What follows belongs to an exercise in optimizing a design on an open flow for a short achievable clock period and few clock cycles; a production flow would make more cautious choices.
Where RTL was checked, it was by simulation tests only, not by an equivalence proof against the original.
Only the layout flow was run in runs 3, 6 and 7; the RTL was not checked for function there.
Power figures rest on the tool's default switching activity, not on a simulated workload.

File: design.v
module bird (
        input  logic        clk,
        input  logic        rst,
        input  logic [15:0] data_in,
        input  logic        hold,
        output logic        hold_ack,
        output logic [15:0] data_out,
        output logic [11:0] address,
        output logic        memwt
        );
localparam int LOGN = 7;                  
localparam int NB   = 1 << (LOGN - 1);    
localparam int TW   = 12 - LOGN;          
logic [11:0] addr_q;        
logic [15:0] dout_q;
logic        memwt_q;
logic        wrp_q;         
logic        pf_q;          
logic        cx_q;          
logic        dld_q;         
logic        dpc_q;         
logic [2:0]  dd_q;
logic [11:0] ipc_q, ipc1_q, ipc2_q;   
logic [15:0] ci_q;
logic        zeroflag;
logic [15:0] regbank [7:0];
logic        alu_v;
logic [2:0]  alu_d;
logic [15:0] ax, ay;
logic        acin;
logic        m_add, m_and, m_or, m_xor, m_not;
wire run = ~hold_ack;
assign address  = addr_q;
assign data_out = dout_q;
assign memwt    = memwt_q;
function automatic logic [15:0] ks_add(input logic [15:0] x, input logic [15:0] y, input logic c);
    logic [15:0] g, p, gg, pp, gn, pn;
    g = x & y;
    p = x ^ y;
    gg = g; pp = p;
    gg[0] = g[0] | (p[0] & c);
    for (int s = 1; s < 16; s = s * 2) begin
        gn = gg; pn = pp;
        for (int i = s; i < 16; i++) begin
            gn[i] = gg[i] | (pp[i] & gg[i-s]);
            pn[i] = pp[i] & pp[i-s];
        end
        gg = gn; pp = pn;
    end
    ks_add = p ^ {gg[14:0], c};
endfunction
wire [15:0] sum    = ks_add(ax, ay, acin);
wire [15:0] lres   = ({16{m_and}} & (ax & ay)) | ({16{m_or}} & (ax | ay)) |
                     ({16{m_xor}} & (ax ^ ay)) | {15'b0, m_not & ~|ay};
wire [15:0] result = ({16{m_add}} & sum) | lres;
wire        z_add  = &(~((ax ^ ay) ^ {(ax[14:0] | ay[14:0]), acin}));
wire        zfast  = m_add ? z_add :
                     m_and ? ~|(ax & ay) :
                     m_or  ? ~|(ax | ay) :
                     m_xor ? (ax == ay) :
                     m_not ? |ay : 1'b1;
logic              ev [NB], ov [NB];
logic [TW-1:0]     et [NB], ot [NB];
logic [15:0]       ed [NB], od [NB];
logic [11:0]       eaddr_q, oaddr_q;
wire [LOGN-2:0] ei = eaddr_q[LOGN-1:1];
wire [LOGN-2:0] oi = oaddr_q[LOGN-1:1];
wire        e_hit = ev[ei] && et[ei] == eaddr_q[11:LOGN];
wire        o_hit = ov[oi] && ot[oi] == oaddr_q[11:LOGN];
wire        odd1  = ipc1_q[0];
wire [15:0] w1 = odd1 ? od[oi] : ed[ei];
wire [15:0] w2 = odd1 ? ed[ei] : od[oi];
wire        h1 = odd1 ? o_hit : e_hit;
wire        h2 = odd1 ? e_hit : o_hit;
logic        jzp_q;
logic [11:0] tq0, tq1, tq2;
wire        squash = jzp_q & zeroflag;
wire        ex = (pf_q & ~squash) | cx_q;
wire [15:0] iw = cx_q ? ci_q : data_in;
wire [3:0]  op = iw[15:12];
wire [2:0]  fd = iw[2:0], fb = iw[5:3], fa = iw[8:6], ff = iw[11:9];
wire ldfw = ~pf_q & dld_q;    
function automatic logic [15:0] rv(input logic [2:0] x);
    if (ldfw && dd_q == x) rv = data_in;
    else                   rv = regbank[x];
endfunction
wire [15:0] va  = rv(fa);
wire [15:0] vb  = rv(fb);
wire [15:0] vsp = regbank[7];
wire [15:0] sp_p1 = vsp + 16'd1;
wire [15:0] sp_m1 = vsp - 16'd1;
wire [11:0] sp_inc = sp_p1[11:0];
wire is_ldi  = op == 4'h1;
wire is_ld   = op == 4'h2;
wire is_st   = op == 4'h3;
wire is_jz   = op == 4'h4;
wire is_jmp  = op == 4'h5;
wire is_alu  = op == 4'h7;
wire is_push = op == 4'h8;
wire is_pop  = op == 4'h9;
wire is_call = op == 4'hA;
wire is_ret  = op == 4'hB;
wire is_peek = op == 4'hC;
wire is_jsp  = op == 4'hD;
wire is_stack = is_push | is_pop | is_call | is_ret | is_peek | is_jsp;
wire uses_a  = (is_alu & (ff != 3'h7)) | is_st | is_push;
wire uses_b  = is_alu | is_ld | is_st;
wire hz   = alu_v & ((uses_a & (fa == alu_d)) | (uses_b & (fb == alu_d)) |
                     (is_stack & (alu_d == 3'd7))) |
            (ldfw & (dd_q == 3'd7) & is_stack);
wire exok = ex & ~hz;
wire taken    = is_jmp | (is_jz & ~alu_v & zeroflag);
wire [11:0] ipc3 = ipc2_q + 12'd1;
wire [11:0] ipc4 = ipc2_q + 12'd2;
wire [11:0] tgt0 = ipc1_q + iw[11:0];
wire [11:0] tgt1 = ipc2_q + iw[11:0];
wire [12:0] tgt2w = {ipc2_q, 1'b1} + {iw[11:0], 1'b1};
wire [11:0] tgt2 = tgt2w[12:1];
wire [11:0] din1 = data_in[11:0] + 12'd1;
wire [11:0] din2 = data_in[11:0] + 12'd2;
localparam int RD = 8;
logic        ras_v  [RD];
logic [11:0] ras_wa [RD], ras_rs [RD], ras_rv [RD];
logic        ras_vi [RD];    
logic [2:0]  ras_p;
logic        callw_q;        
always_comb
    for (int i = 0; i < RD; i++)
        ras_vi[i] = ras_v[i] & ~(memwt_q & (addr_q == ras_wa[i]) & ~(ras_p == 3'(i) && callw_q));
wire [11:0] ras_top = ras_rv[ras_p];
wire        ras_hit = ras_vi[ras_p] & (ras_rs[ras_p] == vsp[11:0]);
wire [11:0] rv1 = ras_top + 12'd1;
wire [11:0] rv2 = ras_top + 12'd2;
logic        pf_n, cx_n, dld_n, dpc_n, wr_n;
logic [11:0] daddr_n;
logic [15:0] dout_n;
logic [11:0] p0, p1, p2, pe, po;   
logic        sp_wr;
logic [15:0] sp_n;
always_comb begin
    pf_n = 1'b1; cx_n = 1'b0; dld_n = 1'b0; dpc_n = 1'b0; wr_n = 1'b0;
    daddr_n = vsp[11:0]; dout_n = va;
    sp_wr = 1'b0; sp_n = vsp;
    if (exok) begin
        if (is_ldi)       begin p0 = ipc2_q; p1 = ipc3;   p2 = ipc4;
                                pe = ipc2_q[0] ? ipc3 : ipc4;   po = ipc2_q[0] ? ipc4 : ipc3;   end
        else if (is_ret)  begin p0 = ras_top; p1 = rv1; p2 = rv2;
                                pe = ras_top[0] ? rv1 : rv2;    po = ras_top[0] ? rv2 : rv1;    end
        else if (is_call | taken)
                          begin p0 = tgt0;   p1 = tgt1;   p2 = tgt2;
                                pe = tgt0[0] ? tgt1 : tgt2;     po = tgt0[0] ? tgt2 : tgt1;     end
        else              begin p0 = ipc1_q; p1 = ipc2_q; p2 = ipc3;
                                pe = ipc1_q[0] ? ipc2_q : ipc3; po = ipc1_q[0] ? ipc3 : ipc2_q; end
    end else if (squash) begin
                                p0 = tq0; p1 = tq1; p2 = tq2;
                                pe = tq0[0] ? tq1 : tq2;        po = tq0[0] ? tq2 : tq1;
    end else if (~hz & dpc_q) begin
                                p0 = data_in[11:0]; p1 = din1; p2 = din2;
                                pe = data_in[0] ? din1 : din2;  po = data_in[0] ? din2 : din1;
    end else              begin p0 = ipc_q;  p1 = ipc1_q; p2 = ipc2_q;
                                pe = eaddr_q;                   po = oaddr_q;                   end
    if (exok) begin
        case (op)
            4'h1: begin  
                pf_n = 1'b0; dld_n = 1'b1; daddr_n = ipc1_q; cx_n = h2;
            end
            4'h2: begin  
                pf_n = 1'b0; dld_n = 1'b1; daddr_n = vb[11:0]; cx_n = h1;
            end
            4'h3: begin  
                pf_n = 1'b0; wr_n = 1'b1; daddr_n = vb[11:0]; cx_n = h1;
            end
            4'h8: begin  
                pf_n = 1'b0; wr_n = 1'b1; cx_n = h1;
                sp_wr = 1'b1; sp_n = sp_m1;
            end
            4'h9: begin  
                pf_n = 1'b0; dld_n = 1'b1; daddr_n = sp_inc; cx_n = h1;
                sp_wr = 1'b1; sp_n = sp_p1;
            end
            4'hA: begin  
                pf_n = 1'b0; wr_n = 1'b1; dout_n = {4'b0, ipc1_q};
                sp_wr = 1'b1; sp_n = sp_m1;
            end
            4'hB: begin  
                pf_n = ras_hit; dpc_n = ~ras_hit; daddr_n = sp_inc;
                sp_wr = 1'b1; sp_n = sp_p1;
            end
            4'hC: begin  
                pf_n = 1'b0; dld_n = 1'b1; cx_n = h1;
            end
            4'hD: begin  
                pf_n = 1'b0; dpc_n = 1'b1;
            end
            default: ;   
        endcase
    end
end
wire [11:0] addr_n = pf_n ? p0 : daddr_n;
logic [15:0] ax_n, ay_n;
logic        acin_n, madd_n, mand_n, mor_n, mxor_n, mnot_n;
always_comb begin
    ax_n = va; ay_n = vb; acin_n = 1'b0;
    madd_n = 1'b0; mand_n = 1'b0; mor_n = 1'b0; mxor_n = 1'b0; mnot_n = 1'b0;
    case (ff)
        3'h0: madd_n = 1'b1;
        3'h1: begin madd_n = 1'b1; ay_n = ~vb; acin_n = 1'b1; end
        3'h2: mand_n = 1'b1;
        3'h3: mor_n = 1'b1;
        3'h4: mxor_n = 1'b1;
        3'h7: case (fa)
            3'h0: mnot_n = 1'b1;
            3'h1: begin madd_n = 1'b1; ax_n = 16'h0000; end
            3'h2: begin madd_n = 1'b1; ax_n = 16'h0000; acin_n = 1'b1; end
            3'h3: begin madd_n = 1'b1; ax_n = 16'hFFFF; end
            default: ;
            endcase
        default: ;
    endcase
end
always_ff @(posedge clk)
    if (rst) begin
        addr_q   <= 12'd0;
        memwt_q  <= 1'b0;
        wrp_q    <= 1'b0;
        pf_q     <= 1'b1;
        cx_q     <= 1'b0;
        dld_q    <= 1'b0;
        dpc_q    <= 1'b0;
        ipc_q    <= 12'd0;
        ipc1_q   <= 12'd1;
        ipc2_q   <= 12'd2;
        eaddr_q  <= 12'd2;
        oaddr_q  <= 12'd1;
        zeroflag <= 1'b0;
        alu_v    <= 1'b0;
        jzp_q    <= 1'b0;
        hold_ack <= 1'b0;
    end else begin
        hold_ack <= hold;
        if (run) begin
            addr_q  <= addr_n;
            wrp_q   <= wr_n;
            memwt_q <= wr_n & ~hold;
            pf_q    <= pf_n;
            cx_q    <= cx_n;
            dld_q   <= dld_n;
            dpc_q   <= dpc_n;
            ipc_q   <= p0;
            ipc1_q  <= p1;
            ipc2_q  <= p2;
            eaddr_q <= pe;
            oaddr_q <= po;
            alu_v   <= exok & is_alu;
            jzp_q   <= exok & is_jz & alu_v;
            if (alu_v)
                zeroflag <= zfast;
        end else
            memwt_q <= wrp_q & ~hold;
    end
always_ff @(posedge clk)
    if (!rst && run) begin
        dout_q <= dout_n;
        tq0    <= tgt0;
        tq1    <= tgt1;
        tq2    <= tgt2;
        ci_q   <= is_ldi ? w2 : w1;
        dd_q   <= fd;
        alu_d  <= fd;
        ax     <= ax_n;
        ay     <= ay_n;
        acin   <= acin_n;
        m_add  <= madd_n;
        m_and  <= mand_n;
        m_or   <= mor_n;
        m_xor  <= mxor_n;
        m_not  <= mnot_n;
    end
always_ff @(posedge clk)
    if (!rst && run) begin
        if (ldfw)
            regbank[dd_q] <= data_in;
        if (alu_v)
            regbank[alu_d] <= result;
        if (exok && sp_wr)
            regbank[7] <= sp_n;
    end
wire [2:0] ras_pn = ras_p + 3'd1;
always_ff @(posedge clk)
    if (rst) begin
        for (int i = 0; i < RD; i++)
            ras_v[i] <= 1'b0;
        ras_p   <= 3'd0;
        callw_q <= 1'b0;
    end else if (run) begin
        callw_q <= exok & is_call;
        for (int i = 0; i < RD; i++)
            ras_v[i] <= ras_vi[i];
        if (exok && is_call) begin
            ras_p <= ras_pn;
            ras_v[ras_pn] <= 1'b1;
        end else if (exok && is_ret) begin
            ras_p <= ras_p - 3'd1;
            ras_v[ras_p] <= 1'b0;
        end
    end
always_ff @(posedge clk)
    if (!rst && run && exok && is_call) begin
        ras_wa[ras_pn] <= vsp[11:0];
        ras_rs[ras_pn] <= sp_m1[11:0];
        ras_rv[ras_pn] <= ipc1_q;
    end
always_ff @(posedge clk)
    if (rst) begin
        for (int i = 0; i < NB; i++) begin
            ev[i] <= 1'b0;
            ov[i] <= 1'b0;
        end
    end else if (run) begin
        if (pf_q) begin
            if (ipc_q[0]) begin
                ov[ipc_q[LOGN-1:1]] <= 1'b1;
                ot[ipc_q[LOGN-1:1]] <= ipc_q[11:LOGN];
                od[ipc_q[LOGN-1:1]] <= data_in;
            end else begin
                ev[ipc_q[LOGN-1:1]] <= 1'b1;
                et[ipc_q[LOGN-1:1]] <= ipc_q[11:LOGN];
                ed[ipc_q[LOGN-1:1]] <= data_in;
            end
        end
    end
endmodule
File: run.sh
#!/bin/bash
# synth_recipe.tcl (not shown) runs the flow's synth.tcl, then flattens the netlist and writes it again
# the make line also repeats each setting of config.mk as NAME=value (left out here)
make -C /OpenROAD-flow-scripts/flow DESIGN_CONFIG=/design/flow/config.mk WORK_HOME=/design/flow/orfs CLKGATE_MAP_FILE= SYNTH_SCRIPT=/design/flow/synth_recipe.tcl finish
File: config.mk
export PLATFORM = sky130hd
export DESIGN_NAME = bird
export DESIGN_NICKNAME = bird
export VERILOG_FILES = /design/flow/design.v
export SDC_FILE = /design/flow/constraint.sdc
export NUM_CORES = 4
export LEC_CHECK = 0
export ABC_CLOCK_PERIOD_IN_PS = 2500
export CAP_MARGIN = 20
export CORE_MARGIN = 2
export CORE_UTILIZATION = 30
export SETUP_SLACK_MARGIN = 3.3
export SLEW_MARGIN = 20
File: constraint.sdc
create_clock -name core_clock -period 6.0 [get_ports {clk}]
set_input_delay 1.2000 -clock core_clock [delete_from_list [all_inputs] [get_ports {clk}]]
set_output_delay 1.2000 -clock core_clock [all_outputs]
set_load 0.01 [all_outputs]
==> results of run 1 <==
routing by layer:
layer,up-vias,wire (µm),GRT usage [%],part of all wire [%]
li1,33900,-,-,-
met1,44600,185000,25.3,39
met2,5037,216000,29.1,46
met3,1016,46600,3.54,9.9
met4,8,23200,7.08,4.9
met5,-,50,0,0.011
where the power goes:
group	internal, mW	leakage [nW]	switching (mW)
Combinational	13.9	21.3	17.2
Clock	12.7	5.63	9.38
Sequential	28.1	31.1	1.63
Total	54.7	58.0	28.3
metrics by stage:
stage	instances	util (%)
after floorplan	7916	-
after global placement	14100	32.3
after detailed placement	14100	32.3
after CTS	15100	36.4
after global routing	15300	37.4
final	15300	37.5
cell type report:
cell class / instances / area (µm²)
flip-flops and latches: 3448 / 101000
diodes: 12 / 30.0
fillers: 42800 / 297000
clock buffers: 464 / 9640
repair inverters: 5 / 48.8
clock inverters: 190 / 1870
repair buffers: 997 / 13400
well taps: 6247 / 7820
inverters: 100 / 450
multi-input cells: 3872 / 43000
state kept, by name, indices dropped and copies added, names as in the netlist, 11 cells and up, named ones only:
signal   count
ipc2_q      12
ov          64
ay          16
tq2         12
ev          64
oaddr_q     11
ipc1_q      12
ras_rs      96
ed        1024
tq1         12
ot         320
et         320
addr_q      12
ci_q        16
od        1024
ras_rv      96
dout_q      16
regbank    128
eaddr_q     11
ipc_q       12
ras_wa      96
tq0         12
ax          16
cells in the final DEF (no fill, tap or decap), types with 39 or more instances in the layout:
master | Yosys | routed
buf_16 | 0 | 98
nor2_1 | 339 | 175
dfxtp_1 | 227 | 186
mux4_2 | 886 | 886
edfxtp_1 | 3221 | 3221
buf_6 | 6 | 226
a22oi_1 | 66 | 62
o21ai_2 | 0 | 40
buf_4 | 6 | 423
buf_8 | 2 | 40
a211oi_1 | 64 | 40
nor3_1 | 71 | 55
clkbuf_16 | 0 | 400
mux2i_1 | 153 | 136
o21ai_0 | 163 | 81
nand3_1 | 136 | 121
o211ai_1 | 67 | 67
o21ai_1 | 9 | 47
a31oi_1 | 73 | 52
ha_1 | 74 | 49
nor2_4 | 0 | 50
buf_12 | 0 | 145
inv_1 | 92 | 77
clkbuf_1 | 332 | 83
xnor2_1 | 207 | 189
nand4_1 | 39 | 39
nand2_1 | 559 | 516
nor2_2 | 0 | 115
a21oi_1 | 162 | 121
clkinv_1 | 5 | 70
and3_1 | 72 | 59
xor2_1 | 101 | 85
clkinv_2 | 0 | 60
a21o_1 | 163 | 160
path summary, 6_finish.rpt:
kind / endpoint / slack [ns] / depth (start not counted)
setup / recovery: ras_rv[2][10] / 2.43 / 15
hold / removal: ov[6] / 0.45 / 1
setup reg to reg: ras_rv[2][10] / 2.43 / 15
hold reg to reg: ov[6] / 0.45 / 1
cells by family after synthesis:
| kind of cell | synth area share [%] |
|---|---|
| DFF | 70.9 |
| buffers and inverters | 1.71 |
| muxes | 15.6 |
| and+or+nand+nor | 4.37 |
| AOI/OAI and AO/OA | 4.80 |
| adders and majority gates | 0.719 |
| xor gates and xnor gates | 1.90 |
what timing repair did:
| item | 4_1_cts | 5_1_grt |
|---|---|---|
| setup endpoints to repair | 3496 | 2843 |
| setup buffers | 279 | 204 |
| resized for setup | 888 | 449 |
| pin swaps | 93 | 196 |
| cloned | 82 | 49 |
==> impl_metrics.yaml, run 1 <==
sta:
  timing.final.ws_setup_ns: 2.43
  fin_crit_sh_pct: 59.5
  fin_hold_ws_ns: 0.448
  setup_tns_ns: 0
  drv_slew: 0
  worst_clock_skew_ns: 0.0776
  fmax_mhz: 280
  min_period_ns: 3.57
  grt_setup_unrepaired: "true"
  setup_viol: 0
  relSlewSlack_pct: 23.7
  tightest_slew_ns: 1.14
  hold_viol_final: 0
synthesis:
  synth_area_leaders: "edfxtp_1 (68%), mux4_2 (14%), dfxtp_1 (3.2%)"
  synthDistinctLibCells: 98
  synthesis.area_mm2: 0.143
  synthFlopType: "edfxtp_1"
  synth_top_cell_area_share_pct: 67.8
  yosysSeqAreaShare_pct: 70.9
  ys_top_cells_by_count: "edfxtp_1 (3221), mux4_2 (886), nand2_1 (559)"
  synth_edf_count: 3221
  yosysWarnings: 2
  yosysTopAreaCell: "edfxtp_1"
  yosysMostFrequentCell: "edfxtp_1"
  avgSynthCellArea_um2: 18.0
  syn-instance-count: 7916
  ys_seq_elements: 3448
  syn-num-nets: 8014
  async_reset_ff_share_pct: 0
power:
  power_mw: 82.9
  p_leak_nw: 58.0
  ir_drop_v: 0.000314
  power_density_mw_per_mm2: 467
placement:
  post-dp-hpwl_um: 262000
  place_area_mm2: 0.153
  globalplace.congestion: 0.914
  pre_cts_slack_ns: 0.940
  numPortBuffers: 48
global_routing:
  antenna_found_initial: 29
  grt_pass1_vias: 82000
  overflow: 0
  grt_first_pass_wirelength_um: 638000
  grt_usage_pct: 18.5
  grt_max_degree: 91
routing:
  dr.first_iter.drc_count: 11800
  drt-total-wl_um: 470000
  drt-wirelength-per-cell_um: 30.7
  route.detailed.drc: 0
  vias: 84600
  dr.pass1.iters: 9
  avgViaCountPerCell: 5.51
  drtAntennaViolNets: 0
clock_tree:
  cts.htree.levels: 5
  cts_buffers: 356
  cts_root_buffer: "clkbuf_16"
  cts.path.max_buffers: 4
  postCtsHoldBufs: 0
  cts_sinks: 3448
  cts_tree: "yes"
  clkTransAtPathRegs_ns: 0.06
  insertion_delay_ns: 0.97
final_layout:
  design_area_mm2: 0.178
  area_growth_pct: 24.4
  layout-drive-gt1-share_pct: 34.4
  final_nets: 8878
flow_run:
  max_cap_viol_count: 0
die:
  rows: 253
  design.core.area_mm2: 0.474
  fp.dieArea_mm2: 0.481
  die_x_um: 694
  io_pins: 49
  dieHeight_um: 694
  start_util_pct: 30.1
setup_path:
  worstPathArrival_ns: 4.18
  start_kind: "flop"
  crit_path_end_kind: "flop"
  cp_slowest_cell: "dfxtp_4"
  crit_fanout: 10
  slowest_delay_ns: 0.44
  path_cells: "buf_12 -> buf_12 -> mux2i_4 -> buf_6 -> buf_8 -> xnor2_4 -> nor3_4 -> o211ai_2 -> buf_6 -> nand2b_4 -> or3_4 -> or3_4 -> nor3_4 -> buf_6 -> buf_12"
  worstPathRequired_ns: 6.61
  cp_num_buf_inv: 7
  rr_startpoint: "cx_q"
  crit_start: "cx_q"
  cpLargestDelayFamily: "simple AND/OR/NAND/NOR gates"
  crit_type: "reg2reg"
run_status:
  status: "complete, no violations"
min_path:
  hold_class: "reg2reg"
  worstHoldStart: "ov[6]"
Testbench counts, summed over its fixed seeds: cycles 1,364,703.
==> run 2: changes to the inputs <==
--- a/config.mk
+++ b/config.mk
@@ -8,6 +8,6 @@
 export ABC_CLOCK_PERIOD_IN_PS = 2500
 export CAP_MARGIN = 20
 export CORE_MARGIN = 2
-export CORE_UTILIZATION = 30
-export SETUP_SLACK_MARGIN = 3.3
+export CORE_UTILIZATION = 40
+export SETUP_SLACK_MARGIN = 2.7
 export SLEW_MARGIN = 20
==> run 2 against run 1 <==
  * Still clean
  * Via count fell by 3.6%
  * Non-clock buffer count fell by 333
  * Power fell by 4.6%
  * Synthesized area did not move
  * Utilization rose by 9.9 points
  * Register-to-register slack improved by 0.07 ns
  * Global-route usage rose by 5.4 points
  * Largest power group is now sequential cells
  * First-iteration DRC count fell by 7.8%
  * Count of clock-buffer cells in the layout fell by 9
  * Die area fell by 25%
  * Flip-flop and latch count did not move
  * Clock skew fell by 0.019 ns
==> impl_metrics.yaml, run 2 <==
run_status:
  status: "complete, no violations"
power:
  power_mw: 79.1
  ir_drop_v: 0.000269
  power_density_mw_per_mm2: 470
  p_leak_nw: 54.8
final_layout:
  final_util_pct: 47.3
  layout-drive-gt1-share_pct: 28.9
  area_growth_pct: 17.9
  layout_common_cells: "edfxtp_1 (3221), mux4_2 (886), nand2_1 (548)"
  final_nets: 8536
  layout_commonest_cell: "edfxtp_1"
synthesis:
  yosysSeqAreaShare_pct: 70.9
  ys_top_cells_by_count: "edfxtp_1 (3221), mux4_2 (886), nand2_1 (559)"
  ys_seq_elements: 3448
  synthDistinctLibCells: 98
  syn-instance-count: 7916
  synth_area_leaders: "edfxtp_1 (68%), mux4_2 (14%), dfxtp_1 (3.2%)"
  avgSynthCellArea_um2: 18.0
  synth_xor_xnor_area_share_pct: 1.90
  synth-compound-area-share_pct: 4.80
  syn-num-nets: 8014
  yosys.area_share.adder_pct: 0.719
  synth_top_family_by_area: "multiplexers"
  synthesis.area_mm2: 0.143
  synth_edf_count: 3221
  synth.area.mux_share_pct: 15.6
  yosysTopAreaCell: "edfxtp_1"
  synth_top_cell_area_share_pct: 67.8
  yosysMostFrequentCell: "edfxtp_1"
  synthSimpleGateAreaFrac_pct: 4.37
  synthFlopType: "edfxtp_1"
  async_reset_ff_share_pct: 0
  yosysWarnings: 2
min_path:
  hold_class: "reg2reg"
sta:
  grt_setup_unrepaired: "true"
  fmax_mhz: 286
  hold_viol_final: 0
  fin_crit_sh_pct: 58.3
  relSlewSlack_pct: 18.5
  worst_clock_skew_ns: 0.0586
  tightest_slew_ns: 1.21
  setup_viol: 0
  min_period_ns: 3.50
  drv_slew: 0
  setup_tns_ns: 0
setup_path:
  crit_type: "reg2reg"
  crit_fanout: 57
  worstPathRequired_ns: 6.84
  crit_path_end_kind: "flop"
  start_kind: "flop"
  worstPathArrival_ns: 4.33
placement:
  globalplace.congestion: 0.942
  numPortBuffers: 48
  post-dp-hpwl_um: 260000
routing:
  drtAntennaViolNets: 0
  dr.pass1.iters: 26
  dr.first_iter.drc_count: 10900
  avgViaCountPerCell: 6.04
  vias: 81500
  drt-wirelength-per-cell_um: 32.7
  route.detailed.drc: 0
  drt-total-wl_um: 442000
clock_tree:
  cts.htree.levels: 5
  clkTransAtPathRegs_ns: 0.06
  cts_tree: "yes"
  cts_buffers: 356
  cts_sinks: 3448
  cts.path.max_buffers: 4
  cts_root_buffer: "clkbuf_16"
  insertion_delay_ns: 0.97
global_routing:
  antenna_found_initial: 27
  grt_usage_pct: 23.9
  overflow: 0
  grt_first_pass_wirelength_um: 615000
  grt_pass1_vias: 79900
  grt_max_degree: 129
die:
  die_x_um: 601
  fp.dieArea_mm2: 0.362
  start_util_pct: 40.1
  rows: 219
  io_pins: 49
  dieHeight_um: 601
  design.core.area_mm2: 0.356
flow_run:
  max_cap_viol_count: 0
-- run 2: cell counts after synthesis --
No cell type changed its count.
-- run 2: cells by family (layout without fill, tap and decap cells) --
family	Yosys count	after routing
flops	3448	3448
simple gates	1381	1382
mux	1101	1101
compound gates	996	996
buf+inv	602	1420
xor+xnor	309	309
fa+ha+maj	79	79
other cells	0	15
-- run 2: area by class of cell --
cell class / count / area [µm²]
Antenna cell: 15 / 37.5
Clock buffer: 455 / 9560
Clock inverter: 200 / 2020
Fill cell: 29600 / 187000
Inverter: 100 / 435
Multi-Input combinational cell: 3867 / 41200
Sequential cell: 3448 / 101000
Tap cell: 4751 / 5940
Timing Repair Buffer: 664 / 7720
Timing Repair inverter: 1 / 11.3
-- run 2: layer usage --
metal | track usage (%) | wire length, µm
met1 | 33.0 | 176000
met5 | 0 | 34
met3 | 4.63 | 40400
met2 | 37.8 | 207000
met4 | 8.58 | 18400
-- run 2: report_power, final --
group / switching (mW) / internal (mW)
clock: 9.36 / 12.7
combinational: 16.1 / 11.5
sequential: 1.36 / 28.1
-- run 2: critical path: stages, from the launching register on --
cell and delay, ns:
dfxtp_4 0.36, buf_12 0.13, buf_16 0.20, nor2_1 0.94, a22oi_1 0.15, a21oi_1 0.28
nor2_1 0.16, a21oi_2 0.35, nor3b_1 0.20, nor3b_1 0.19, a21oi_1 0.11, a22oi_1 0.17
-- run 2: what timing repair did --
action / CTS / global route
gates resized for setup: 303 / 146
buffers inserted: 141 / 67
pin swaps: 42 / 49
cloned: 40 / 13
endpoints found under the setup margin: 610 / 575
hold buffers: 0 / 0
-- run 2: path summary, 6_finish.rpt --
kind                from     end  slack (ns)  cells after the start
setup reg to reg    flop    cx_q        2.50                     11
hold / removal    ov[14]  ov[14]        0.45                      1
setup / recovery    flop    cx_q        2.50                     11
hold reg to reg   ov[14]  ov[14]        0.45                      1
-- run 2: metrics by stage --
step	instances	area (µm²)	setup WS, ns	hold slack [ns]
detailed placement	12600	151000	0.865	0.438
finish	13500	168000	2.50	0.451
global placement	12600	151000	0.945	0.430
floorplan	7916	144000	1.59	0.425
CTS	13400	167000	2.57	0.451
global route	13500	168000	2.48	0.465
==> run 3: changes to the inputs <==
--- a/design.v
+++ b/design.v
@@ -299,13 +299,14 @@
         if (exok && is_call) begin
             ras_p <= ras_pn;
             ras_v[ras_pn] <= 1'b1;
+            ras_v[ras_pn + 3'd1] <= 1'b0;
         end else if (exok && is_ret) begin
             ras_p <= ras_p - 3'd1;
             ras_v[ras_p] <= 1'b0;
         end
     end
 always_ff @(posedge clk)
-    if (!rst && run && exok && is_call) begin
+    if (!rst && run) begin
         ras_wa[ras_pn] <= vsp[11:0];
         ras_rs[ras_pn] <= sp_m1[11:0];
         ras_rv[ras_pn] <= ipc1_q;
--- a/config.mk
+++ b/config.mk
@@ -9,5 +9,5 @@
 export CAP_MARGIN = 20
 export CORE_MARGIN = 2
 export CORE_UTILIZATION = 40
-export SETUP_SLACK_MARGIN = 2.7
+export SETUP_SLACK_MARGIN = 3.3
 export SLEW_MARGIN = 20
==> run 3 against run 2 <==
  * Still clean on timing, DRC and antenna
  * Sequential power decreased by 7.5%
  * Combinational power down 63%
  * Clock power is essentially flat
  * Count of clock-buffer cells in the layout is 10 higher
  * Register-to-register slack got worse by 0.02 ns
==> impl_metrics.yaml, run 3 <==
placement:
  numPortBuffers: 48
  globalplace.congestion: 0.935
  post-dp-hpwl_um: 265000
  dp_cells: 12600
synthesis:
  synthDistinctLibCells: 101
  yosys.area_share.adder_pct: 0.716
  yosysMostFrequentCell: "edfxtp_1"
  synth_top_cell_area_share_pct: 67.3
  synthesis.area_mm2: 0.143
  yosysSeqAreaShare_pct: 70.6
  async_reset_ff_share_pct: 0
  synth_area_leaders: "edfxtp_1 (67%), mux4_2 (14%), dfxtp_1 (3.3%)"
  ys_seq_elements: 3448
  synthFlopType: "edfxtp_1"
  synthSimpleGateAreaFrac_pct: 4.35
  synth_top_family_by_area: "multiplexers"
  synth.area.mux_share_pct: 16.1
  syn-num-nets: 8056
  ys_top_cells_by_count: "edfxtp_1 (3213), mux4_2 (874), nand2_1 (532)"
  synth_xor_xnor_area_share_pct: 1.90
  avgSynthCellArea_um2: 18.0
  yosysTopAreaCell: "edfxtp_1"
  synth_edf_count: 3213
  synth-compound-area-share_pct: 4.58
  syn-instance-count: 7958
  yosysWarnings: 2
sta:
  fmax_mhz: 285
  setup_viol: 0
  fin_crit_sh_pct: 58.6
  drv_slew: 0
  relSlewSlack_pct: 26.5
  worst_clock_skew_ns: 0.0679
  setup_tns_ns: 0
  tightest_slew_ns: 1.10
  min_period_ns: 3.51
  hold_viol_final: 0
  grt_setup_unrepaired: "true"
clock_tree:
  cts_root_buffer: "clkbuf_16"
  cts.path.max_buffers: 4
  clkTransAtPathRegs_ns: 0.07
  cts_buffers: 360
  cts.htree.levels: 5
  cts_tree: "yes"
  insertion_delay_ns: 0.97
  cts_sinks: 3448
routing:
  drt-wirelength-per-cell_um: 34.0
  avgViaCountPerCell: 6.13
  dr.pass1.iters: 6
  vias: 85900
  drtAntennaViolNets: 0
  drt-total-wl_um: 477000
  route.detailed.drc: 0
  dr.first_iter.drc_count: 12500
setup_path:
  worstPathRequired_ns: 6.82
  worstPathArrival_ns: 4.34
  crit_path_end_kind: "flop"
  crit_type: "reg2reg"
  start_kind: "flop"
  crit_fanout: 6
die:
  start_util_pct: 40.2
  rows: 219
  dieHeight_um: 603
  die_x_um: 603
  io_pins: 49
  fp.dieArea_mm2: 0.363
  design.core.area_mm2: 0.356
global_routing:
  grt_pass1_vias: 82700
  grt_usage_pct: 25.4
  grt_first_pass_wirelength_um: 652000
  overflow: 0
  antenna_found_initial: 27
  grt_max_degree: 97
final_layout:
  layout_commonest_cell: "edfxtp_1"
  layout_common_cells: "edfxtp_1 (3213), mux4_2 (876), buf_4 (569)"
  final_cells: 14000
  final_nets: 9057
  area_growth_pct: 24.1
  layout-drive-gt1-share_pct: 37.3
min_path:
  hold_class: "reg2reg"
power:
  p_leak_nw: 59.3
  power_mw: 59.6
  power_density_mw_per_mm2: 335
  ir_drop_v: 0.000241
flow_run:
  max_cap_viol_count: 0
run_status:
  status: "complete, no violations"
## run 3: cell types whose count changed in the layout (fill, tap and decap cells not counted), moves of 33 or more
cell	delta
a31oi_1	-40
nor2_4	+87
o21ai_0	-35
a211oi_1	-34
nand2_1	-92
mux2i_1	+73
a22oi_1	-34
buf_4	+136
o21ai_2	+33
buf_6	+203
buf_12	+72
## run 3: area by class of cell
cell class	count	area, µm²
fill	28600	178000
sequential	3448	101000
multi-input combinational	3957	45300
timing repair buffer	1097	13200
clock buffer	465	9700
tap	4751	5940
clock inverter	193	1940
inverter	94	443
antenna	12	30.0
timing repair inverter	1	8.76
## run 3: path summary, 6_finish.rpt
| kind | startpoint | to | slack, ns | cells after the start |
|---|---|---|---|---|
| worst max-delay path | cx_q | addr_q[11] | 2.49 | 15 |
| worst min-delay path | ov[61] | ov[61] | 0.45 | 1 |
| worst max register to register | cx_q | addr_q[11] | 2.49 | 15 |
| worst min register to register | ov[61] | ov[61] | 0.45 | 1 |
## run 3: where the power goes
group	total, mW	switching [mW]	leakage [nW]	internal [mW]
combinational	10.1	5.66	22.4	4.42
sequential	27.3	0.533	31.1	26.8
clock	22.2	9.53	5.68	12.7
## run 3: stage by stage
step                setup slack, ns  instance area [µm²]  utilization [%]  hold WS [ns]
floorplan                      1.77               144000                -         0.417
global placement              0.763               151000             42.4         0.430
detailed placement            0.679               151000             42.4         0.438
CTS                            2.54               174000             48.7         0.451
global route                   2.45               178000             49.9         0.465
finish                         2.49               178000             49.9         0.449
## run 3: repair_timing
action	CTS	global route
resized for setup	1223	475
pin swaps	339	240
hold buffers	0	0
endpoints found under the setup margin	3500	2394
setup buffers	523	125
gates cloned	89	37
## run 3: logic make-up after synthesis
family | Yosys count
buffers and inverters | 598
xor gates and xnor gates | 310
adders and majority gates | 79
AOI/OAI and AO/OA | 974
and+or+nand+nor | 1360
muxes | 1189
DFF | 3448
## run 3: per-layer routing
layer	vias to the layer above	wire [µm]	global-route usage, %	share of wire, %
met5	-	69	0	0.014
met4	10	25000	10.5	5.2
met3	1170	50300	5.44	11
met2	5294	217000	39.2	45
met1	45300	185000	35.0	39
li1	34200	-	-	-
## run 3: worst max-delay path, cell delays in order (launching register included)
cell and delay, ns:
dfxtp_4 0.43, buf_8 0.17, buf_6 0.12, mux2i_4 0.28, inv_4 0.08, ha_4 0.29
o21ai_4 0.06, o21ai_2 0.17, a41oi_2 0.15, a211o_1 0.32, buf_6 0.14, and3_4 0.18
o31ai_4 0.35, a21oi_2 0.11, or3_1 0.34, a22o_1 0.20
==> run 4: changes to the inputs <==
--- a/design.v
+++ b/design.v
@@ -299,14 +299,13 @@
         if (exok && is_call) begin
             ras_p <= ras_pn;
             ras_v[ras_pn] <= 1'b1;
-            ras_v[ras_pn + 3'd1] <= 1'b0;
         end else if (exok && is_ret) begin
             ras_p <= ras_p - 3'd1;
             ras_v[ras_p] <= 1'b0;
         end
     end
 always_ff @(posedge clk)
-    if (!rst && run) begin
+    if (!rst && run && exok && is_call) begin
         ras_wa[ras_pn] <= vsp[11:0];
         ras_rs[ras_pn] <= sp_m1[11:0];
         ras_rv[ras_pn] <= ipc1_q;
==> run 4 against run 3 <==
  * First-iteration DRC count fell by 3.4%
  * Final cell count fell by 0.81%
  * Sequential power rose by 8.1%
  * Count of clock-buffer cells in the layout fell by 1
  * Cell area fell by 1.1%
  * Wire length fell by 3.6%
  * Worst hold slack got worse by 0.00059 ns
  * Synthesized area fell by 0.41%
  * Setup slack improved by 0.013 ns
==> impl_metrics.yaml, run 4 <==
routing:
  dr.first_iter.drc_count: 12100
  drt-total-wl_um: 460000
  drt-wirelength-per-cell_um: 33.1
  dr.pass1.iters: 19
  vias: 84400
  avgViaCountPerCell: 6.07
  route.detailed.drc: 0
  drtAntennaViolNets: 0
clock_tree:
  cts_tree: "yes"
  cts.path.max_buffers: 4
  clkTransAtPathRegs_ns: 0.06
  cts_sinks: 3448
  postCtsHoldBufs: 0
  cts_buffers: 356
  cts.htree.levels: 5
  cts_root_buffer: "clkbuf_16"
  insertion_delay_ns: 0.97
global_routing:
  grt_pass1_vias: 81600
  grt_max_degree: 102
  antenna_found_initial: 27
  grt_first_pass_wirelength_um: 632000
  grt_usage_pct: 24.6
  overflow: 0
power:
  p_leak_nw: 58.2
  power_mw: 83.3
  ir_drop_v: 0.000326
  power_density_mw_per_mm2: 473
die:
  dieHeight_um: 601
  io_pins: 49
  rows: 219
  die_x_um: 601
  design.core.area_mm2: 0.356
  fp.dieArea_mm2: 0.362
  start_util_pct: 40.1
synthesis:
  synth_top_cell_area_share_pct: 67.8
  ys_top_cells_by_count: "edfxtp_1 (3221), mux4_2 (886), nand2_1 (559)"
  syn-num-nets: 8014
  yosysTopAreaCell: "edfxtp_1"
  syn-instance-count: 7916
  yosysWarnings: 2
  ys_seq_elements: 3448
  yosysSeqAreaShare_pct: 70.9
  yosysMostFrequentCell: "edfxtp_1"
  avgSynthCellArea_um2: 18.0
  synth_edf_count: 3221
  synth_area_leaders: "edfxtp_1 (68%), mux4_2 (14%), dfxtp_1 (3.2%)"
  synthesis.area_mm2: 0.143
  synthFlopType: "edfxtp_1"
  async_reset_ff_share_pct: 0
  synthDistinctLibCells: 98
sta:
  tightest_slew_ns: 1.14
  worst_clock_skew_ns: 0.0729
  fmax_mhz: 286
  relSlewSlack_pct: 24.3
  timing.final.ws_setup_ns: 2.50
  min_period_ns: 3.50
  hold_viol_final: 0
  setup_tns_ns: 0
  drv_slew: 0
  fin_crit_sh_pct: 58.4
  grt_setup_unrepaired: "true"
  setup_viol: 0
final_layout:
  final_util_pct: 49.5
  design_area_mm2: 0.176
  layout_commonest_cell: "edfxtp_1"
  area_growth_pct: 23.3
  layout_common_cells: "edfxtp_1 (3221), mux4_2 (886), buf_4 (564)"
  layout-drive-gt1-share_pct: 35.9
  final_nets: 8944
setup_path:
  crit_fanout: 6
  crit_type: "reg2reg"
  crit_path_end_kind: "flop"
  start_kind: "flop"
  worstPathRequired_ns: 6.70
  worstPathArrival_ns: 4.20
placement:
  place_area_mm2: 0.152
  numPortBuffers: 48
  post-dp-hpwl_um: 266000
  pre_cts_slack_ns: 0.876
  globalplace.congestion: 0.956
min_path:
  hold_class: "reg2reg"
run_status:
  status: "complete, no violations"
flow_run:
  max_cap_viol_count: 0
run 4: cell types whose count changed after synthesis, sizes merged, moves of 17 or more:
cell / delta
nand2: +25
a31oi: +20
a22oi: +26
and3: +17
xnor2: -18
o22ai: -20
mux2i: -77
clkbuf: +65
xor2: +17
buf: -67
a21oi: -27
run 4: logic make-up after synthesis:
logic type,after synthesis,share of synthesized area [%]
adders and majority gates,79,0.719
xor gates and xnor gates,309,1.90
buffers and inverters,602,1.71
AOI/OAI and AO/OA,996,4.80
DFF,3448,70.9
muxes,1101,15.6
and+or+nand+nor,1381,4.37
run 4: path summary, 6_finish.rpt:
check | start | end | slack [ns] | depth (start not counted)
setup / recovery | flop | ci_q[0] | 2.50 | 9
hold / removal | ev[27] | ev[27] | 0.45 | 1
setup reg to reg | flop | ci_q[0] | 2.50 | 9
hold reg to reg | ev[27] | ev[27] | 0.45 | 1
run 4: cell type report:
| class | instances | area [µm²] |
|---|---|---|
| clock inverter | 194 | 1700 |
| antenna | 8 | 20.0 |
| timing repair buffer | 1064 | 12900 |
| multi-input combinational | 3874 | 43700 |
| fill | 28800 | 180000 |
| tap | 4751 | 5940 |
| inverter | 100 | 473 |
| timing repair inverter | 2 | 32.5 |
| clock buffer | 464 | 9780 |
| sequential | 3448 | 101000 |
run 4: worst max-delay path: stages (launching register included):
cell	delay (ns)
dfxtp_4	0.39
buf_12	0.16
buf_4	0.16
buf_12	0.10
buf_16	0.16
clkbuf_16	0.18
mux4_2	0.52
mux4_2	0.60
mux4_2	0.67
mux2_4	0.30
run 4: stage by stage:
step | cells | hold WS [ns]
after CTS | 13700 | 0.450
after global routing | 13900 | 0.460
after floorplan | 7916 | 0.425
after global placement | 12600 | 0.430
final | 13900 | 0.448
after detailed placement | 12600 | 0.437
run 4: repair_timing:
action | CTS | global route
endpoints found under the setup margin | 3551 | 2232
pin swaps | 178 | 189
buffers inserted | 354 | 176
gates resized for setup | 998 | 394
cloned | 81 | 26
run 4: where the power goes:
| part | total [mW] | internal, mW | switching (mW) |
|---|---|---|---|
| Sequential | 29.5 | 28.1 | 1.35 |
| Clock | 21.9 | 12.6 | 9.38 |
| Combinational | 31.9 | 13.9 | 18.0 |
run 4: metal layers:
| metal | part of all wire [%] | global-route usage, % |
|---|---|---|
| met4 | 5.5 | 10.8 |
| met2 | 46 | 38.0 |
| met3 | 10 | 5.43 |
| met1 | 39 | 33.4 |
| met5 | 0.011 | 0 |
Testbench counts of run 4, summed over its fixed seeds: cycles 1,364,703.
==> run 5: changes to the inputs <==
--- a/config.mk
+++ b/config.mk
@@ -9,5 +9,5 @@
 export CAP_MARGIN = 20
 export CORE_MARGIN = 2
 export CORE_UTILIZATION = 40
-export SETUP_SLACK_MARGIN = 3.3
+export SETUP_SLACK_MARGIN = 4.0
 export SLEW_MARGIN = 20
==> run 5 against run 4 <==
  * Still clean on timing, DRC and antenna
  * Via count grew 9.1%
  * Utilization grew 5.1 points
  * Count of clock-buffer cells in the layout is the same
  * Worst hold slack gained 0.0018 ns
  * Global-route usage grew 2.8 points
  * Combinational power grew 6%
  * Clock skew shrank 0.013 ns
  * Synthesized cell count is the same
  * Cell area grew 10%
  * Clock power is essentially flat
  * First-iteration DRC count grew 21%
  * Highest routed layer unchanged
==> impl_metrics.yaml, run 5 <==
die:
  io_pins: 49
  rows: 219
  design.core.area_mm2: 0.356
  fp.dieArea_mm2: 0.362
  start_util_pct: 40.1
  dieHeight_um: 601
  die_x_um: 601
final_layout:
  fillers: 26400
  final_nets: 9789
  layout-drive-gt1-share_pct: 41.8
  layout_common_cells: "edfxtp_1 (3221), mux4_2 (886), buf_6 (599)"
  final_cells: 14800
  design_area_mm2: 0.194
  area_growth_pct: 36.0
  layout_commonest_cell: "edfxtp_1"
clock_tree:
  clkTransAtPathRegs_ns: 0.07
  cts_tree: "yes"
  postCtsHoldBufs: 0
  cts.htree.levels: 5
  cts_root_buffer: "clkbuf_16"
  cts_buffers: 356
  insertion_delay_ns: 0.97
  cts.path.max_buffers: 4
  cts_sinks: 3448
setup_path:
  crit_path_end_kind: "flop"
  worstPathRequired_ns: 6.88
  cp_slowest_cell: "mux4_2"
  slowest_delay_ns: 0.53
  cp_num_buf_inv: 4
  worstPathArrival_ns: 4.45
  path_cells: "buf_4 -> buf_12 -> buf_16 -> buf_16 -> mux4_2 -> mux2i_1 -> o221ai_1 -> o22ai_4 -> xor2_1 -> nand2_1 -> or3_1 -> a22oi_1"
  r2r_end: "cx_q"
  ff2ff_path_depth: 12
  ff2ff_setup_slack_ns: 2.43
  crit_fanout: 7
  crit_type: "reg2reg"
  path_depth: 12
  cpLargestDelayFamily: "multiplexers"
  path_common_cell: "buf_16"
  start_kind: "flop"
  setup.worst_path.end: "cx_q"
min_path:
  hold_class: "reg2reg"
synthesis:
  async_reset_ff_share_pct: 0
  yosys.area_share.adder_pct: 0.719
  ys_seq_elements: 3448
  ys_top_cells_by_count: "edfxtp_1 (3221), mux4_2 (886), nand2_1 (559)"
  syn-instance-count: 7916
  synth_area_leaders: "edfxtp_1 (68%), mux4_2 (14%), dfxtp_1 (3.2%)"
  synthesis.area_mm2: 0.143
  synth_edf_count: 3221
  synth-compound-area-share_pct: 4.80
  yosysTopAreaCell: "edfxtp_1"
  synth_top_family_by_area: "multiplexers"
  synthDistinctLibCells: 98
  synthSimpleGateAreaFrac_pct: 4.37
  yosysWarnings: 2
  synthFlopType: "edfxtp_1"
  yosysSeqAreaShare_pct: 70.9
  yosysMostFrequentCell: "edfxtp_1"
  syn-num-nets: 8014
  synth_top_cell_area_share_pct: 67.8
  synth.area.mux_share_pct: 15.6
  avgSynthCellArea_um2: 18.0
  synth_xor_xnor_area_share_pct: 1.90
routing:
  drt-wirelength-per-cell_um: 35.4
  drtAntennaViolNets: 0
  route.detailed.drc: 0
  dr.pass1.iters: 28
  vias: 92100
  dr.first_iter.drc_count: 14700
  avgViaCountPerCell: 6.24
  drt-total-wl_um: 523000
placement:
  numPortBuffers: 48
  place_area_mm2: 0.152
  globalplace.congestion: 0.956
  post-dp-hpwl_um: 266000
  pre_cts_slack_ns: 0.876
  dp_cells: 12600
sta:
  setup_tns_ns: 0
  relSlewSlack_pct: 24.9
  min_period_ns: 3.57
  tightest_slew_ns: 1.12
  fmax_mhz: 280
  fin_hold_ws_ns: 0.450
  hold_viol_final: 0
  setup_viol: 0
  grt_setup_unrepaired: "true"
  worst_clock_skew_ns: 0.0604
  timing.final.ws_setup_ns: 2.43
  drv_slew: 0
  fin_crit_sh_pct: 59.5
global_routing:
  grt_pass1_vias: 87100
  antenna_found_initial: 44
  grt_first_pass_wirelength_um: 697000
  grt_usage_pct: 27.4
  grt_max_degree: 102
  overflow: 0
power:
  ir_drop_v: 0.000333
  comb_power_share_pct: 39.5
  power_density_mw_per_mm2: 440
  share_seq_of_total_power_pct: 34.5
  p_leak_nw: 65.6
  power_switching_mw: 30.0
  p_sw_share_pct: 35.2
  power_frac_clock_pct: 25.9
  internal_power_mw: 55.4
flow_run:
  max_cap_viol_count: 0
run_status:
  status: "complete, no violations"
run 5: cell count changes in the layout (fill, tap and decap cells not counted), sizes merged:
cell,delta
buf,+802
clkbuf,+42
clkinv,-1
clkinvlp,+5
diode,+12
inv,-2
nand2,-1
run 5: worst reg2reg max path: cells and delay by family, from the launching register on:
kind	cells	cell delay [ns]
AOI/OAI and AO/OA	3	0.82
xor gates and xnor gates	1	0.17
buffers and inverters	4	0.64
DFF	1	0.39
muxes	2	0.97
and+or+nand+nor	2	0.54
run 5: routing by layer:
layer  part of all wire, %  up-vias  routed length [µm]  global-route usage, %
met1                    37    47800              191000                   36.8
met2                    45     6894              235000                   42.1
met4                   6.4       24               33700                   12.8
met3                    12     1504               62900                   6.75
li1                      -    35900                   -                      -
met5                 0.032        -                 166                      0
run 5: final cells by class:
class | count | area (µm²) | area share, %
clock inverters | 194 | 1700 | 0.873
flip-flops and latches | 3448 | 101000 | 52.2
diodes | 20 | 50.0 | 0.0258
inverters | 100 | 509 | 0.262
repair buffers | 1908 | 29800 | 15.4
clock buffers | 464 | 9780 | 5.04
repair inverters | 4 | 50.0 | 0.0258
well taps | 4751 | 5940 | 3.06
multi-input cells | 3873 | 44900 | 23.1
run 5: worst min-delay path by stage:
stage | from | cells after the start | end
floorplan | ev[14] | 1 | ev[14]
finish | ev[27] | 1 | ev[27]
detailed placement | ev[8] | 1 | ev[8]
global route | ov[36] | 1 | ov[36]
CTS | ev[8] | 1 | ev[8]
global placement | ov[10] | 1 | ov[10]
run 5: logic make-up after synthesis:
group           Yosys count
buf+inv                 602
fa+ha+maj                79
simple gates           1381
flops                  3448
mux                    1101
xor+xnor                309
compound gates          996
run 5: per-stage QoR:
step	utilization [%]	total power, mW
6_report	54.6	85.4
5_1_grt	54.6	87.2
2_1_floorplan	-	44.2
3_5_place_dp	42.6	53.8
4_1_cts	52.7	82.2
3_3_place_gp	42.6	53.7
run 5: repair_timing:
action	CTS	global route
buffers inserted	805	289
pin swaps	256	285
resized for setup	2223	593
gates cloned	320	68
endpoints found under the setup margin	4753	3944
run 5: power groups by stage:
stage | sequential, mW | clock [mW] | combinational [mW]
after floorplan | 29.3 | 0 | 14.9
after global placement | 30.3 | 0 | 23.4
after detailed placement | 30.3 | 0 | 23.5
after CTS | 29.4 | 22.2 | 30.6
after global routing | 29.5 | 23.2 | 34.5
final | 29.5 | 22.1 | 33.8
==> run 6: changes to the inputs <==
--- a/design.v
+++ b/design.v
@@ -105,9 +105,10 @@
 wire is_stack = is_push | is_pop | is_call | is_ret | is_peek | is_jsp;
 wire uses_a  = (is_alu & (ff != 3'h7)) | is_st | is_push;
 wire uses_b  = is_alu | is_ld | is_st;
-wire hz   = alu_v & ((uses_a & (fa == alu_d)) | (uses_b & (fb == alu_d)) |
-                     (is_stack & (alu_d == 3'd7))) |
-            (ldfw & (dd_q == 3'd7) & is_stack);
+logic [7:0] aw_q;
+logic       l7_q;
+wire hz   = (uses_a & aw_q[fa]) | (uses_b & aw_q[fb]) |
+            (is_stack & (aw_q[7] | l7_q));
 wire exok = ex & ~hz;
 wire taken    = is_jmp | (is_jz & ~alu_v & zeroflag);
 wire [11:0] ipc3 = ipc2_q + 12'd1;
@@ -234,6 +235,8 @@
         oaddr_q  <= 12'd1;
         zeroflag <= 1'b0;
         alu_v    <= 1'b0;
+        aw_q     <= 8'd0;
+        l7_q     <= 1'b0;
         jzp_q    <= 1'b0;
         hold_ack <= 1'b0;
     end else begin
@@ -252,6 +255,8 @@
             eaddr_q <= pe;
             oaddr_q <= po;
             alu_v   <= exok & is_alu;
+            aw_q    <= (exok & is_alu) ? (8'd1 << fd) : 8'd0;
+            l7_q    <= dld_n & (fd == 3'd7);
             jzp_q   <= exok & is_jz & alu_v;
             if (alu_v)
                 zeroflag <= zfast;
--- a/config.mk
+++ b/config.mk
@@ -9,5 +9,5 @@
 export CAP_MARGIN = 20
 export CORE_MARGIN = 2
 export CORE_UTILIZATION = 40
-export SETUP_SLACK_MARGIN = 4.0
+export SETUP_SLACK_MARGIN = 3.3
 export SLEW_MARGIN = 20
==> run 6 against run 5 <==
  * Critical path depth is 5 higher
  * First-iteration DRC count shrank 25%
  * Count of clock-buffer cells in the layout is 25 lower
  * Global-route usage down 2.9 points
  * Largest power group is now sequential cells
  * Highest routed layer unchanged
==> impl_metrics.yaml, run 6 <==
power:
  power_frac_clock_pct: 36.8
  share_seq_of_total_power_pct: 45.6
  internal_power_mw: 43.8
  p_sw_share_pct: 26.4
  power_density_mw_per_mm2: 338
  p_leak_nw: 57.1
  power_switching_mw: 15.7
  power_mw: 59.6
  comb_power_share_pct: 17.6
  ir_drop_v: 0.000268
clock_tree:
  cts.htree.levels: 5
  cts_sinks: 3457
  insertion_delay_ns: 0.96
  cts.path.max_buffers: 4
  cts_buffers: 354
  cts_tree: "yes"
  postCtsHoldBufs: 0
  cts_root_buffer: "clkbuf_16"
  clkTransAtPathRegs_ns: 0.06
setup_path:
  start_kind: "flop"
  cp_num_buf_inv: 10
  slowest_delay_ns: 0.46
  ff2ff_setup_slack_ns: 2.49
  ff2ff_path_depth: 17
  crit_fanout: 8
  crit_type: "reg2reg"
  cp_slowest_cell: "dfxtp_4"
  r2r_end: "ras_rs[2][7]"
  crit_path_end_kind: "flop"
  rr_startpoint: "cx_q"
  path_cells: "buf_12 -> mux2i_4 -> buf_6 -> buf_6 -> nor4_4 -> o21a_1 -> a221oi_4 -> buf_4 -> buf_6 -> o21a_4 -> buf_6 -> buf_12 -> nand2_8 -> nor4_4 -> buf_6 -> buf_12 -> buf_16"
  worstPathRequired_ns: 6.61
  path_common_cell: "buf_6"
  cpLargestDelayFamily: "buffers and inverters"
  worstPathArrival_ns: 4.12
die:
  fp.dieArea_mm2: 0.364
  design.core.area_mm2: 0.358
  dieHeight_um: 603
  rows: 220
  start_util_pct: 40.1
  die_x_um: 603
  io_pins: 49
routing:
  vias: 84300
  dr.first_iter.drc_count: 11000
  drt-wirelength-per-cell_um: 32.9
  drtAntennaViolNets: 0
  route.detailed.drc: 0
  avgViaCountPerCell: 6.03
  dr.pass1.iters: 13
  drt-total-wl_um: 460000
final_layout:
  layout_common_cells: "edfxtp_1 (3221), mux4_2 (894), buf_4 (463)"
  regArea_mm2: 0.102
  layout-drive-gt1-share_pct: 34.5
  fillers: 29100
  area_growth_pct: 22.6
  final_nets: 8994
  final_util_pct: 49.2
  multi_input_area_mm2: 0.0434
  layout_commonest_cell: "edfxtp_1"
sta:
  timing.final.ws_setup_ns: 2.49
  hold_viol_final: 0
  fin_hold_ws_ns: 0.446
  tightest_slew_ns: 1.24
  setup_tns_ns: 0
  worst_clock_skew_ns: 0.0661
  grt_setup_unrepaired: "true"
  relSlewSlack_pct: 16.9
  min_period_ns: 3.51
  setup_viol: 0
  drv_slew: 0
  fin_crit_sh_pct: 58.6
  fmax_mhz: 285
run_status:
  status: "complete, no violations"
synthesis:
  async_reset_ff_share_pct: 0
  synth_edf_count: 3221
  yosysMostFrequentCell: "edfxtp_1"
  synthFlopType: "edfxtp_1"
  yosysSeqAreaShare_pct: 70.6
  synthesis.area_mm2: 0.144
  avgSynthCellArea_um2: 17.8
  synth_top_cell_area_share_pct: 67.3
  syn-num-nets: 8161
  ys_top_cells_by_count: "edfxtp_1 (3221), mux4_2 (894), nand2_1 (498)"
  syn-instance-count: 8063
  ys_seq_elements: 3457
  yosysWarnings: 2
  yosysTopAreaCell: "edfxtp_1"
  synth_area_leaders: "edfxtp_1 (67%), mux4_2 (14%), dfxtp_1 (3.3%)"
  synthDistinctLibCells: 88
global_routing:
  grt_first_pass_wirelength_um: 636000
  grt_usage_pct: 24.5
  antenna_found_initial: 20
  grt_pass1_vias: 82700
  overflow: 0
  grt_max_degree: 104
placement:
  pre_cts_slack_ns: 0.737
  globalplace.congestion: 0.903
  post-dp-hpwl_um: 261000
  numPortBuffers: 48
min_path:
  hold_class: "reg2reg"
  worstHoldStart: "eaddr_q[3]"
  whs_path_depth: 2
flow_run:
  max_cap_viol_count: 0
==> run 6: cell count changes in the layout (fill, tap and decap cells not counted), sizes merged, moves of 44 or more <==
| cell | delta |
|---|---|
| buf | -863 |
| nand2 | -63 |
| a21o | -122 |
| clkbuf | -62 |
| o21ai | +44 |
| o22ai | +133 |
| inv | +138 |
| mux2i | +79 |
==> run 6: layer usage <==
metal / share of wire (%) / wire length [µm] / vias to the layer above / GRT usage (%)
met5: 0.0074 / 34 / - / 0
met4: 4.9 / 22400 / 4 / 10.0
met3: 8.5 / 39000 / 955 / 4.15
met2: 47 / 216000 / 4344 / 39.0
met1: 40 / 183000 / 44900 / 33.6
li1: - / - / 34100 / -
==> run 6: metrics by stage <==
step,std cells,instance area (µm²)
5_1_grt,14000,176000
3_5_place_dp,12700,152000
6_report,14000,176000
4_1_cts,13800,173000
2_1_floorplan,8063,144000
3_3_place_gp,12700,152000
==> run 6: what timing repair did <==
action                                  in CTS  in global routing
endpoints found under the setup margin    3305               2578
cloned                                      89                 28
resized for setup                         1170                392
pin swaps                                  204                138
buffers inserted                           338                121
==> run 6: worst max path at each step <==
stage	startpoint	end	slack (ns)	cells after the start
2_1_floorplan	data_in[3]	ras_rs[7][0]	1.47	11
3_3_place_gp	data_in[0]	ipc1_q[10]	0.61	16
3_5_place_dp	data_in[0]	ipc1_q[10]	0.74	16
4_1_cts	flop	ci_q[5]	2.54	8
5_1_grt	cx_q	eaddr_q[11]	2.49	14
6_report	cx_q	ras_rs[2][7]	2.49	17
==> run 6: final cells by class <==
cell class | instances | area share (%)
tap | 4773 | 3.39
multi-input combinational | 3845 | 24.7
sequential | 3457 | 57.6
clock inverter | 213 | 1.17
timing repair buffer | 1002 | 7.27
clock buffer | 439 | 5.31
inverter | 236 | 0.534
antenna | 14 | 0.0199
==> run 6: worst reg2reg max path, cell delays in order, from the launching register on <==
cell	delay, ns
dfxtp_4	0.46
buf_12	0.17
mux2i_4	0.24
buf_6	0.14
buf_6	0.10
nor4_4	0.05
o21a_1	0.24
a221oi_4	0.33
buf_4	0.18
buf_6	0.10
o21a_4	0.15
buf_6	0.11
buf_12	0.10
nand2_8	0.11
nor4_4	0.24
buf_6	0.20
buf_12	0.14
buf_16	0.13
==> run 6: power by group through the flow <==
stage | Combinational (mW) | Sequential [mW] | Clock [mW]
6_report | 10.5 | 27.2 | 21.9
5_1_grt | 10.8 | 27.2 | 23.1
4_1_cts | 9.90 | 27.2 | 22.2
3_5_place_dp | 8.13 | 27.8 | 0
3_3_place_gp | 8.08 | 27.8 | 0
2_1_floorplan | 5.14 | 27.5 | 0
==> run 6: kinds of logic (layout without fill, tap and decap cells) <==
family | after synthesis | count (layout) | synth area share [%]
xor+xnor | 305 | 305 | 1.86
mux | 1199 | 1199 | 16.2
other cells | 0 | 14 | 0
flops | 3457 | 3457 | 70.6
fa+ha+maj | 79 | 79 | 0.714
simple gates | 1305 | 1309 | 4.12
buf+inv | 766 | 1890 | 2.11
compound gates | 952 | 953 | 4.39
==> run 7: changes to the inputs <==
--- a/design.v
+++ b/design.v
@@ -65,11 +65,20 @@
 logic [11:0]       eaddr_q, oaddr_q;
 wire [LOGN-2:0] ei = eaddr_q[LOGN-1:1];
 wire [LOGN-2:0] oi = oaddr_q[LOGN-1:1];
-wire        e_hit = ev[ei] && et[ei] == eaddr_q[11:LOGN];
-wire        o_hit = ov[oi] && ot[oi] == oaddr_q[11:LOGN];
+logic        e_hit, o_hit;
+logic [15:0] e_w, o_w;
+always_comb begin
+    e_hit = 1'b0; o_hit = 1'b0; e_w = 16'h0000; o_w = 16'h0000;
+    for (int j = 0; j < NB; j++) begin
+        e_hit = e_hit | ((ei == (LOGN-1)'(j)) & ev[j] & (et[j] == eaddr_q[11:LOGN]));
+        o_hit = o_hit | ((oi == (LOGN-1)'(j)) & ov[j] & (ot[j] == oaddr_q[11:LOGN]));
+        e_w   = e_w | ({16{ei == (LOGN-1)'(j)}} & ed[j]);
+        o_w   = o_w | ({16{oi == (LOGN-1)'(j)}} & od[j]);
+    end
+end
 wire        odd1  = ipc1_q[0];
-wire [15:0] w1 = odd1 ? od[oi] : ed[ei];
-wire [15:0] w2 = odd1 ? ed[ei] : od[oi];
+wire [15:0] w1 = odd1 ? o_w : e_w;
+wire [15:0] w2 = odd1 ? e_w : o_w;
 wire        h1 = odd1 ? o_hit : e_hit;
 wire        h2 = odd1 ? e_hit : o_hit;
 logic        jzp_q;
@@ -105,10 +114,9 @@
 wire is_stack = is_push | is_pop | is_call | is_ret | is_peek | is_jsp;
 wire uses_a  = (is_alu & (ff != 3'h7)) | is_st | is_push;
 wire uses_b  = is_alu | is_ld | is_st;
-logic [7:0] aw_q;
-logic       l7_q;
-wire hz   = (uses_a & aw_q[fa]) | (uses_b & aw_q[fb]) |
-            (is_stack & (aw_q[7] | l7_q));
+wire hz   = alu_v & ((uses_a & (fa == alu_d)) | (uses_b & (fb == alu_d)) |
+                     (is_stack & (alu_d == 3'd7))) |
+            (ldfw & (dd_q == 3'd7) & is_stack);
 wire exok = ex & ~hz;
 wire taken    = is_jmp | (is_jz & ~alu_v & zeroflag);
 wire [11:0] ipc3 = ipc2_q + 12'd1;
@@ -235,8 +243,6 @@
         oaddr_q  <= 12'd1;
         zeroflag <= 1'b0;
         alu_v    <= 1'b0;
-        aw_q     <= 8'd0;
-        l7_q     <= 1'b0;
         jzp_q    <= 1'b0;
         hold_ack <= 1'b0;
     end else begin
@@ -255,8 +261,6 @@
             eaddr_q <= pe;
             oaddr_q <= po;
             alu_v   <= exok & is_alu;
-            aw_q    <= (exok & is_alu) ? (8'd1 << fd) : 8'd0;
-            l7_q    <= dld_n & (fd == 3'd7);
             jzp_q   <= exok & is_jz & alu_v;
             if (alu_v)
                 zeroflag <= zfast;
@@ -304,13 +308,14 @@
         if (exok && is_call) begin
             ras_p <= ras_pn;
             ras_v[ras_pn] <= 1'b1;
+            ras_v[ras_pn + 3'd1] <= 1'b0;
         end else if (exok && is_ret) begin
             ras_p <= ras_p - 3'd1;
             ras_v[ras_p] <= 1'b0;
         end
     end
 always_ff @(posedge clk)
-    if (!rst && run && exok && is_call) begin
+    if (!rst && run) begin
         ras_wa[ras_pn] <= vsp[11:0];
         ras_rs[ras_pn] <= sp_m1[11:0];
         ras_rv[ras_pn] <= ipc1_q;
==> run 7 against run 6 <==
  * Still clean on timing, DRC and antenna
  * Utilization up 2.1 points
  * Count of clock-buffer cells in the layout up 10
  * Non-clock buffer count grew 461
  * Synthesized area is 2.3% lower
  * Clock power is 2% higher
  * First-iteration DRC count rose by 76%
  * Register-to-register slack about the same
  * Worst hold slack better by 0.015 ns
  * Via count is 22% higher
  * Critical path depth decreased by 6
  * Sequential power hardly changed
  * Flip-flop and latch count down 21
==> impl_metrics.yaml, run 7 <==
run_status:
  status: "complete, no violations"
sta:
  hold_viol_final: 0
  drv_slew: 0
  setup_viol: 0
  grt_setup_unrepaired: "true"
  min_period_ns: 3.50
  tightest_slew_ns: 1.22
  setup_tns_ns: 0
  relSlewSlack_pct: 18.8
synthesis:
  syn-instance-count: 9365
  synth_top_cell_area_share_pct: 68.7
  yosysSeqAreaShare_pct: 71.9
  synth_xor_xnor_area_share_pct: 5.94
  synth_top_family_by_area: "compound AO/OA/AOI/OAI gates"
  synthesis.area_mm2: 0.140
  synthDistinctLibCells: 103
  synth.area.mux_share_pct: 1.78
  yosys.area_share.adder_pct: 0.740
  yosysTopAreaCell: "edfxtp_1"
  synthSimpleGateAreaFrac_pct: 7.03
  synth-compound-area-share_pct: 10.4
  synth_area_leaders: "edfxtp_1 (69%), xor2_1 (3.7%), dfxtp_1 (3.2%)"
  syn-num-nets: 9464
setup_path:
  crit_start: "oaddr_q[3]"
  worstPathArrival_ns: 4.14
  worstPathRequired_ns: 6.63
  crit_fanout: 16
  ff2ff_path_depth: 11
  crit_path_end_kind: "flop"
  r2r_end: "ci_q[15]"
  ff2ff_setup_slack_ns: 2.50
final_layout:
  layout-drive-gt1-share_pct: 28.7
  layout_commonest_cell: "edfxtp_1"
  regArea_mm2: 0.101
  fillers: 28100
  area_growth_pct: 27.5
  layout_common_cells: "edfxtp_1 (3213), buf_4 (861), xor2_1 (577)"
  final_nets: 10700
  multi_input_area_mm2: 0.0434
power:
  ir_drop_v: 0.000274
  internal_power_mw: 42.1
  power_switching_mw: 15.0
  p_sw_share_pct: 26.2
  power_frac_clock_pct: 39.2
  p_leak_nw: 60.1
  power_density_mw_per_mm2: 319
  comb_power_share_pct: 13.5
  share_seq_of_total_power_pct: 47.4
global_routing:
  met2_usage_pct: 47.0
  top_usage_layer: "met2"
  grt_first_pass_wirelength_um: 802000
  met3_usage_pct: 11.7
  grt.met1_usage_pct: 43.3
  grt_max_degree: 133
clock_tree:
  clkTransAtPathRegs_ns: 0.06
  cts_root_buffer: "clkbuf_16"
  insertion_delay_ns: 1.03
  cts.htree.levels: 5
  cts_buffers: 355
  cts.path.max_buffers: 4
routing:
  vias: 103000
  route.detailed.drc: 0
  avgViaCountPerCell: 6.63
  drt-total-wl_um: 609000
  dr.first_iter.drc_count: 19200
die:
  design.core.area_mm2: 0.349
  start_util_pct: 40.2
placement:
  numPortBuffers: 48
  post-dp-hpwl_um: 347000
  globalplace.congestion: 0.942
min_path:
  hold_class: "reg2reg"
## run 7: changes by cell type after synthesis, moves of 55 or more
| cell | previous run | this run |
|---|---|---|
| nor4_1 | 29 | 192 |
| xor2_1 | 72 | 592 |
| mux4_2 | 894 | 47 |
| xnor2_1 | 233 | 361 |
| nand4_1 | 45 | 306 |
| a22oi_1 | 37 | 329 |
| nand3_1 | 109 | 164 |
| clkbuf_1 | 374 | 431 |
| mux2i_1 | 237 | 102 |
| a221oi_1 | 27 | 366 |
| nor2_1 | 346 | 479 |
| a22o_1 | 28 | 360 |
| nand2_1 | 498 | 554 |
## run 7: final cells by class
class                   count  share of cell area, %
multi-input cells        5162                   24.3
repair buffers           1463                   9.05
inverters                 222                  0.523
flip-flops and latches   3436                   56.5
repair inverters            3                 0.0175
diodes                     13                 0.0182
well taps                4599                   3.21
clock buffers             449                   5.23
clock inverters           208                   1.22
## run 7: timing repair
action                     in CTS  in global routing
buffers inserted              591                222
setup endpoints to repair    3469               1765
gates cloned                   45                 16
resized for setup            1476                507
hold buffers                    0                  0
pin swaps                     344                305
## run 7: worst min-delay path by stage
stage / startpoint / end / slack (ns) / cells past startpoint
3_5_place_dp: ov[59] / ov[59] / 0.45 / 2
2_1_floorplan: ev[10] / ev[10] / 0.44 / 2
4_1_cts: ov[59] / ov[59] / 0.46 / 2
5_1_grt: ov[2] / ov[2] / 0.48 / 2
6_report: ov[62] / ov[62] / 0.46 / 2
3_3_place_gp: ev[61] / ev[61] / 0.44 / 2
## run 7: critical path, stage by stage, from the launching register on
cell and delay, ns:
dfxtp_4 0.43, nor2_1 0.12, nand3b_1 0.16, buf_4 0.18, nor2_2 0.06, buf_8 0.20, a22o_1 0.23, a221oi_1 0.26
nand4_1 0.73, nor4_4 0.45, buf_4 0.21, a31oi_2 0.07
## run 7: stage by stage
stage / setup slack (ns) / utilization (%) / cell area (µm²) / power [mW] / instances
2_1_floorplan: 2.13 / - / 142000 / 30.2 / 9365
3_3_place_gp: 1.00 / 43.0 / 150000 / 32.9 / 14000
3_5_place_dp: 1.12 / 43.1 / 151000 / 32.9 / 14000
4_1_cts: 2.70 / 50.0 / 175000 / 56.3 / 15300
5_1_grt: 2.62 / 51.2 / 179000 / 58.1 / 15500
6_report: 2.50 / 51.2 / 179000 / 57.1 / 15600
## run 7: kinds of logic after synthesis
family | count (synthesis)
DFF | 3436
buffers and inverters | 781
muxes | 183
and+or+nand+nor | 2000
adders and majority gates | 80
xor gates and xnor gates | 953
AOI/OAI and AO/OA | 1932
## run 7: power by group through the flow
stage	Sequential [mW]	Combinational (mW)	Clock, mW
after CTS	27.0	6.88	22.3
after floorplan	27.3	2.82	0
after detailed placement	27.7	5.24	0
after global placement	27.7	5.20	0
final	27.0	7.69	22.4
after global routing	27.0	7.80	23.3
## run 7: per-layer routing
metal	share of wire, %	wire (µm)
met4	6.9	42200
met2	41	252000
met3	16	99800
met5	0.035	216
met1	35	215000
